Background: an optimization exercise with open tools, aiming at small area, a short achievable clock period and few clock cycles. Do not read the settings as production practice.
In this exercise RTL edits were held to simulation tests only and were not proved equivalent to the original.
Power and IR drop assume default switching activity.

## convUnit
module convUnit (
    clk,
    reset,
    image,
    filter,
    result,
    done
);
    parameter DATA_WIDTH = 16;
    parameter D = 1;
    parameter F = 5;
    localparam N = D*F*F;
    input clk, reset;
    input [N*DATA_WIDTH-1:0] image, filter;
    output reg [DATA_WIDTH-1:0] result;
    output reg done;   
    reg  [N-1:1] pend;      
    reg          last;      
    reg          valid;     
    reg          pvalid;    
    reg  [DATA_WIDTH-1:0] opA, opB, product;
    wire [N-1:1] nz;
    wire [DATA_WIDTH-1:0] selA, selB, multResult, addResult;
    wire any = |pend;
    processingElement16 #(.DATA_WIDTH(DATA_WIDTH), .N(N)) SEL (
        .reset (reset),
        .pend  (pend),
        .image (image),
        .filter(filter),
        .opA   (selA),
        .opB   (selB),
        .nz    (nz)
    );
    floatMult16 FM (opA, opB, multResult);
    floatAdd16 FADD (product, result, addResult);
    always @(posedge clk) begin
        pend    <= reset ? nz : (pend & (pend - 1'b1));
        opA     <= selA;
        opB     <= selB;
        valid   <= reset | any;
        product <= multResult;
    end
    always @(posedge clk, posedge reset) begin
        if (reset == 1'b1) begin
            last   <= 1'b0;
            done   <= 1'b0;
            pvalid <= 1'b0;
            result <= 0;
        end else begin
            last   <= ~any;
            done   <= last;
            pvalid <= valid;
            if (pvalid) result <= addResult;
        end
    end
endmodule
For scale: ~3000 cells after synthesis, roughly 92 flip-flops, ~19000 sq um of cells after synthesis.
clock: 16.0 ns
lec_check: 0
abc_area: 1
cap_margin: 20
core_area: 5 5 245 245
die_area: 0 0 250 250
slew_margin: 20
standard.sh (not shown) runs the stock make flow with config.mk's settings and CLKGATE_MAP_FILE= SYNTH_SCRIPT=/design/flow/synth_recipe.tcl, a recipe that flattens the netlist after the stock synthesis.
==> flow/flow/run.sh <==
#!/bin/bash
set -euo pipefail
export BUFFER_PORTS_ARGS="-buffer_cell sky130_fd_sc_hd__buf_1"
export SETUP_SLACK_MARGIN="${MARGIN:-$(cat flow/margin.txt)}"
bash standard.sh > standard.log 2>&1
==> flow/flow/margin.txt <==
0
Testbench counts at the start, summed over its fixed seeds: cycles 10,736.
==> next run, changes <==
==> flow/flow/margin.txt (replaced) <==
11
--- a/flow/config.mk
+++ b/flow/config.mk
@@ -8,5 +8,5 @@
 export ABC_AREA = 1
-export CAP_MARGIN = 20
+export CAP_MARGIN = 0
 export CORE_AREA = 5 5 245 245
 export DIE_AREA = 0 0 250 250
-export SLEW_MARGIN = 20
+export SLEW_MARGIN = 0
What happened: The changed run finished with timing, DRC and antenna clean. Worst setup slack improves by 890 ps. Register-to-register slack improves by 990 ps. Combinational power rises by 22%. Non-clock buffer count rises by 79. Clock power rises by about 2%. Sequential cell count stays the same. Count of clock-buffer cells in the layout falls by 3. Routed wire length rises by 2.6%. Synthesized area stays the same.
==> next run, changes <==
==> flow/flow/margin.txt (replaced) <==
10.5
--- a/flow/config.mk
+++ b/flow/config.mk
@@ -7,6 +7,5 @@
 export LEC_CHECK = 0
-export ABC_AREA = 1
-export CAP_MARGIN = 0
+export CAP_MARGIN = 20
 export CORE_AREA = 5 5 245 245
 export DIE_AREA = 0 0 250 250
-export SLEW_MARGIN = 0
+export SLEW_MARGIN = 20
The changed run produced a clean layout.
Cell area goes up by about 1.7%.
Synthesized area came out lower by about 6%.
Routed wire length came out lower by about 3.6%.
Clock power drops by about 5%.
Total power is lower by 16%.
Via count came out lower by about 4%.
Fmax decreases by about 11%.
First-iteration DRC count went up by 7.8%.
==> next run, changes <==
==> flow/flow/margin.txt (replaced) <==
12
--- a/flow/config.mk
+++ b/flow/config.mk
@@ -7,2 +7,3 @@
 export LEC_CHECK = 0
+export ABC_AREA = 1
 export CAP_MARGIN = 20
Outcome: The new run completed without violations; count of clock-buffer cells in the layout fell by 2; final area came out higher by 9.0%; maximum frequency is higher by 13%; first-iteration DRC count came out lower by 9.0%; worst setup slack gets better by 660 ps; worst hold slack is worse by 9.2 ps.
==> next run, changes <==
==> flow/flow/margin.txt (replaced) <==
11
Worst setup slack hardly moves.
Final area is lower by 9.2%.
Cell count is lower by 1.0%.
Critical path depth is unchanged.
Clock skew is higher by 4.7 ps.
Die area stays the same.
First-iteration DRC count is lower by 1.9%.
==> next run, changes <==
==> flow/flow/margin.txt (replaced) <==
10
Effect: Cell count decreases by about 2%. Core utilization decreases by 2.6 points. Routed wire length decreases by 2.7%. Hold slack loses 23 ps. Clock power decreases by about 2%.

## afterwards: timing with drivers on the ports
Ports are ideal in the flow. The routed layouts listed here were re-timed in OpenROAD. Step 1: set_driving_cell puts a clkbuf_16 on clk and a buf_2 on each other input, an assumption about the parent block. Step 2, shift: input delay + t, output delay - t, t = (earliest + latest rising clock arrival at the registers) / 2. This alone moves slack from input paths to output paths. Slacks: ideal ports / drivers / drivers and shift; pairs: ideal ports / drivers.
run	t, ns	slack for setup (ns)	worst setup path after step 2	worst data-port slew with drivers (ns)
the first run	0.451	10.065 / 10.065 / 10.065	register to register	0.22
the second run	0.444	10.958 / 10.995 / 10.551	input to register	0.23
the third run	0.446	10.338 / 10.351 / 9.905	input to register	0.20
the fourth run	0.452	11.000 / 11.000 / 10.998	input to register	0.30
the fifth run	0.440	10.999 / 10.999 / 10.634	input to register	0.21
the sixth run	0.451	10.378 / 10.378 / 10.330	input to register	0.20
After both steps setup and hold are still met in every run listed. The setup slack of the third run, which loses most, moves by +0.013 ns with the drivers and by -0.433 ns with both steps.
